From an optimization exercise on the open Yosys and OpenROAD flow, aimed at small area and a short achievable clock period; shortcuts taken in it are not production practice.
Only simulation tests tie the RTL to the original design; equivalence was not proved.
Power and IR drop assume default switching activity.

--- constraint.sdc ---
create_clock -name core_clock -period 12.0 [get_ports {clk}]
set_input_delay 2.4000 -clock core_clock [delete_from_list [all_inputs] [get_ports {clk}]]
set_output_delay 2.4000 -clock core_clock [all_outputs]
set_load 0.01 [all_outputs]
--- run.sh ---
#!/bin/bash
# synth_recipe.tcl (not shown) runs the flow's synth.tcl, then flattens the netlist and writes it again
# the make line also repeats each setting of config.mk as NAME=value (left out here)
make -C /OpenROAD-flow-scripts/flow DESIGN_CONFIG=/design/flow/config.mk WORK_HOME=/design/flow/orfs CLKGATE_MAP_FILE= SYNTH_SCRIPT=/design/flow/synth_recipe.tcl finish
--- config.mk ---
export PLATFORM = sky130hd
export DESIGN_NAME = tych_ing_frm_buf
export DESIGN_NICKNAME = tych_ing_frm_buf
export VERILOG_FILES = /design/flow/design.v
export SDC_FILE = /design/flow/constraint.sdc
export NUM_CORES = 4
export LEC_CHECK = 0
export CAP_MARGIN = 20
export CORE_MARGIN = 2
export CORE_UTILIZATION = 40
export SETUP_SLACK_MARGIN = 0.8
export SLEW_MARGIN = 20
--- design.v ---
module tych_ing_frm_buf (
input wire clk,
input wire rst,
input  logic          core_avl_in_valid,
input  logic [511:0]  core_avl_in_data,
input  logic          core_avl_in_sop,
input  logic          core_avl_in_eop,
input  logic [5:0]    core_avl_in_empty,
input  logic          core_avl_in_error,
output logic          core_avl_in_ready,
input  logic [3:0]    core_ingmeta_in_vs,
input  logic [1:0]    core_ingmeta_in_rcos,
input  logic        rd_ptr_update_valid,
input  logic [3:0]  rd_ptr_vs,           
input  logic [1:0]  rd_ptr_rcos,         
input  logic [15:0] rd_ptr_value,        
output logic        rd_ptr_update_ready,
output logic        ram_wr_en,           
output logic [15:0] ram_wr_addr,         
output logic [511:0] ram_wr_data,        
output logic [5:0]  ram_wr_empty,        
output logic        ram_wr_sop,          
output logic        ram_wr_eop,          
output logic        ram_wr_error         
);
localparam NUM_VS = 16;
localparam NUM_RCOS = 4;
localparam NUM_FIFOS = NUM_VS * NUM_RCOS;
localparam NUM_FIFOS_WIDTH = $clog2(NUM_FIFOS);
localparam FIFO_DEPTH = 1024;   
localparam PTR_WIDTH = 16;      
logic [PTR_WIDTH-1:0] wr_ptr [NUM_FIFOS-1:0];
logic [PTR_WIDTH-1:0] rd_ptr [NUM_FIFOS-1:0];
logic [3:0] fifo_vs;
logic [1:0] fifo_rcos;
logic [NUM_FIFOS_WIDTH-1:0] fifo_idx;   
assign fifo_vs = core_ingmeta_in_vs;
assign fifo_rcos = core_ingmeta_in_rcos;
assign fifo_idx = {fifo_vs, fifo_rcos};
logic [PTR_WIDTH-1:0] fifo_occupancy;
logic fifo_full;
logic fifo_almost_full;
assign fifo_occupancy = wr_ptr[fifo_idx] - rd_ptr[fifo_idx];
assign fifo_almost_full = (fifo_occupancy >= (FIFO_DEPTH - 8));   
assign fifo_full = (fifo_occupancy >= FIFO_DEPTH);
assign core_avl_in_ready = !fifo_almost_full && !rst;
always_ff @(posedge clk or posedge rst) begin
    if (rst) begin
        for (int i = 0; i < NUM_FIFOS; i++) begin
            wr_ptr[i] <= '0;
        end
    end else begin
        if (core_avl_in_valid && core_avl_in_ready) begin
            wr_ptr[fifo_idx] <= wr_ptr[fifo_idx] + 1'b1;
        end
    end
end
logic [5:0] rd_update_idx;
assign rd_update_idx = {rd_ptr_vs, rd_ptr_rcos};
assign rd_ptr_update_ready = 1'b1;
always_ff @(posedge clk or posedge rst) begin
    if (rst) begin
        for (int i = 0; i < NUM_FIFOS; i++) begin
            rd_ptr[i] <= '0;
        end
    end else begin
        if (rd_ptr_update_valid && rd_ptr_update_ready) begin
            rd_ptr[rd_update_idx] <= rd_ptr_value;
        end
    end
end
assign ram_wr_en = core_avl_in_valid && core_avl_in_ready;
assign ram_wr_addr = wr_ptr[fifo_idx];
assign ram_wr_data = core_avl_in_data;
assign ram_wr_empty = core_avl_in_empty;
assign ram_wr_sop = core_avl_in_sop;
assign ram_wr_eop = core_avl_in_eop;
assign ram_wr_error = core_avl_in_error;
endmodule
==> notes.md <==
==> sequential cells by signal, indices dropped and copies added (netlist names) <==
name    count
wr_ptr   1024
rd_ptr   1024
==> metrics by stage <==
step / hold WS (ps) / cells / power [mW] / utilization / instance area, um^2
final: 501 / 10300 / 15.7 / 0.443 / 106000
after global routing: 506 / 10300 / 16.1 / 0.443 / 106000
after CTS: 501 / 10300 / 15.7 / 0.442 / 106000
after detailed placement: 486 / 9887 / 8.81 / 0.412 / 98900
after global placement: 479 / 9887 / 8.76 / 0.412 / 98900
after floorplan: 471 / 7349 / 8.63 / - / 96500
==> cells in the final DEF, fill, tap and decap left out, types with 51 or more instances in the layout <==
cell type,instances
nand4_1,207
a22oi_1,858
clkbuf_16,213
nand3_1,167
nor2_1,58
nor2_4,56
nand2_1,195
buf_4,419
clkbuf_1,64
dfrtp_1,2048
mux2_4,380
nor3_1,51
mux2_2,1672
==> final timing paths <==
kind / endpoint / slack, ps / depth (start not counted)
min in group asynchronous: rd_ptr[17][4] / 2720 / 3
min: rd_ptr[0][13] / 500 / 1
max reg2reg: wr_ptr[29][1] / 4020 / 22
max in group asynchronous: wr_ptr[50][10] / 4500 / 8
max: ram_wr_en / 830 / 22
min reg2reg: rd_ptr[0][13] / 500 / 1
==> cell type report <==
class                   count  area [um^2]
well taps                3185         3990
fillers                 21500       134000
clock inverters            75         1080
repair buffers            519         4600
diodes                      7         17.5
flip-flops and latches   2048        51200
multi-input cells        4129        39200
inverters                  27          105
clock buffers             321         6180
==> metal layers <==
| metal | track usage | vias to the layer above |
|---|---|---|
| li1 | - | 25600 |
| met1 | 0.479 | 36800 |
| met2 | 0.561 | 6524 |
| met3 | 0.290 | 1617 |
| met4 | 0.265 | 76 |
| met5 | 0.130 | - |
==> kinds of logic (layout without fill, tap and decap cells) <==
| family | Yosys count | after routing |
|---|---|---|
| buf+inv | 1172 | 942 |
| simple gates | 1010 | 1010 |
| flops | 2048 | 2048 |
| mux | 2066 | 2066 |
| xor+xnor | 21 | 21 |
| other cells | 1 | 8 |
| fa+ha+maj | 17 | 17 |
| compound gates | 1014 | 1014 |
==> power by group <==
group	switching, mW	leakage [nW]	internal, mW
sequential	0.264	27.9	7.37
combinational	0.624	20.1	0.462
clock	3.04	3.54	3.94
total	3.93	51.6	11.8
==> synth_stat cells (6+ instances only) <==
master        n  area share
a22o_1       11      0.0010
xnor2_1      18      0.0016
mux2i_1      14      0.0015
and2_1       17      0.0011
clkbuf_1    458       0.018
a22oi_1     858       0.067
o21ai_0      33      0.0017
or2_2        10     0.00065
mux2_4      380       0.059
nor3_1       53      0.0027
buf_4       525       0.041
dfrtp_1    2048        0.53
a21o_1        9     0.00070
nand3_2      26      0.0027
buf_2        56      0.0029
nand3_1     167      0.0087
nand2_1     208      0.0081
nor2b_1       9     0.00058
nor2_1      133      0.0052
a21oi_1      43      0.0022
nand2b_1     11     0.00071
or4_1         8     0.00062
ha_1         16      0.0021
a221oi_1      7     0.00064
buf_1        62      0.0024
nor4_1       36      0.0023
a2111oi_0     9     0.00082
and3_1       37      0.0024
nand4_1     207       0.013
nand3_4      38      0.0069
nand4b_1      6     0.00054
inv_1        27      0.0010
buf_6        40      0.0047
mux2_2     1672        0.20
==> timing repair <==
| action | 4_1_cts | 5_1_grt |
|---|---|---|
| pin swaps | 3 | 8 |
| setup buffers | 9 | 11 |
| gates resized for setup | 13 | 18 |
| endpoints found under the setup margin | 2 | 2 |
| endpoints found under the hold margin | 0 | 0 |
==> worst max-delay path: cells and delay by family <==
family	cells	cell delay [ps]
buffers and inverters	6	2020
AND/OR/NAND/NOR	7	2100
XOR/XNOR	1	160
adder cells (fa/ha/maj)	1	500
AO/OA/AOI/OAI	7	1510
==> flow_summary_export.csv <==
group,metric,value,unit
synth,ys_ff_latch,2048,
final_layout,syn2layout_area_growth,10.3,%
timing,fin_crit_sh,0.931,
synth,synthesis.instances,7349,
drt,wl_met1,181000,um
drt,highest-signal-layer,"met5",
die,core_area,0.240,mm^2
synth,synth_area,0.0965,mm^2
synth,synthArstFlopShare,1.00,
drt,wl_per_cell,51.6,um
critical_path,start_kind,"primary input",
drt,wirelength,532000,um
clock_tree,cts_buffers,212,
synth,ys_seq_area_frac,0.531,
timing,max_clock_freq,0.0895,GHz
synth,synth-simple-area-share,0.0610,
critical_path,arrival,8770,ps
drt,num_vias,70600,
die,io_pins,1093,
timing,finalHoldViolCount,0,
place,io_buffers,49,
timing,worst_clock_skew,67.1,ps
clock_tree,clkTransAtPathRegs,60,ps
min_path,hp-class,"reg2reg",
pwr,cellLeakagePower,51.6,nW
critical_path,worstPathRequired,9600,ps
critical_path,path_cells,"clkdlybuf4s18_2, or4b_2, nor2_4, buf_12, buf_4, a22oi_1, nand4_1, nor4_1, nand3_1, o21ai_0, ha_1, a21o_1, a21o_1, a41oi_1, o21ai_2, a311o_1, xnor2_1, nor4b_4, buf_4, buf_4, and2_1, clkdlybuf4s50_1",
clock_tree,cts_tree,"done",
clock_tree,root_buffer,"clkbuf_16",
grt,antenna_found_initial,21,
timing,rsz0062_at_grt,"no",
drt,antenna_left,0,
timing,worst_slew_pin_slew,1350,ps
critical_path,end_kind,"primary output",
pwr,ir_drop,0.166,mV
drt,wl_met2,208000,um
clock_tree,cts_htree_levels,4,
critical_path,crit_top_cell,"buf_4",
synth,synth_top_family_by_area,"multiplexers",
outcome,status,"no timing/DRC/antenna violations",
final_layout,drive_gt1_frac,0.436,
critical_path,crit_start,"core_ingmeta_in_vs[3]",
place,preCtsSetupSlack,161,ps
synth,syn_nets,7919,
critical_path,cpPeakStageDelay,910,ps
final_layout,nets,7507,
clock_tree,cts.sinks,2048,
synth,yosysWarnings,3,
synth,synthXorXnorAreaFrac,0.00191,
die,die_y,495,um
critical_path,worstSetupPathType,"in2out",
grt,grt_max_degree,196,
clock_tree,cts.path.max_buffers,3,
timing,drv_slew,0,
critical_path,worst-path-max-fanout,20,
synth,synth_compound_area_frac,0.0778,
drt,drt_iter0_drc,11500,
synth,synth_flop_cell,"dfrtp_1",
timing,finalSetupViolCount,0,
synth,synth_cell_types,81,
die,fp-row-count,180,
timing,post-route-min-period,11170,ps
drt,wl_met3,98400,um
min_path,worstHoldStart,"rd_ptr[0][13]",
critical_path,worstReg2RegStart,"wr_ptr[21][7]",
place,dp.final_hpwl,370000,um
synth,syn_avg_cell_area,13.1,um^2
synth,synth_mux_area_frac,0.256,
place,gp_congestion,0.979,
timing,slew_headroom,0.0991,
clock_tree,ctsHoldBuffers,0,
drt,viasPerCell,6.85,
die,die_x,495,um
run,maxCapViolCount,0,
timing,tns,0,ps
die,start_util,0.402,
clock_tree,clk_latency,930,ps
grt,grt_pass1_wl,685000,um
synth,synthAdderAreaFrac,0.00228,
grt,grtUsageTotal,0.423,
synth,synth_edf_count,0,
critical_path,crit_path_top_delay_cell,"or4b_2",
drt,drc,0,
grt,grt_pass1_vias,68000,
grt,grt_overflow,0,
timing,layout_setup_ws,832,ps
pwr,p_per_area,147,mW/mm^2
drt,drt_pre_antenna_iters,6,
die,dieArea,0.245,mm^2

## static timing again, ports no longer ideal
Ports are ideal in the flow. The routed layout listed here was re-timed in OpenROAD.
Step 1, drivers: a clkbuf_16 drives clk and a buf_2 each remaining input, both assumed.
Step 2 also shifts input and output timing later by t, the mid clock arrival at the registers, as if the neighbouring blocks saw the same clock.
Slacks: ideal ports / drivers / drivers and shift; pairs: ideal ports / drivers.
t (ns): 0.990
slack for setup (ns): 0.832 / 0.780 / 0.780
worst data-port slew with drivers (ns): 0.58
After both steps this run still meets setup and hold. For this run, drivers alone change the setup slack by -0.052 ns; drivers and shift together by -0.052 ns.
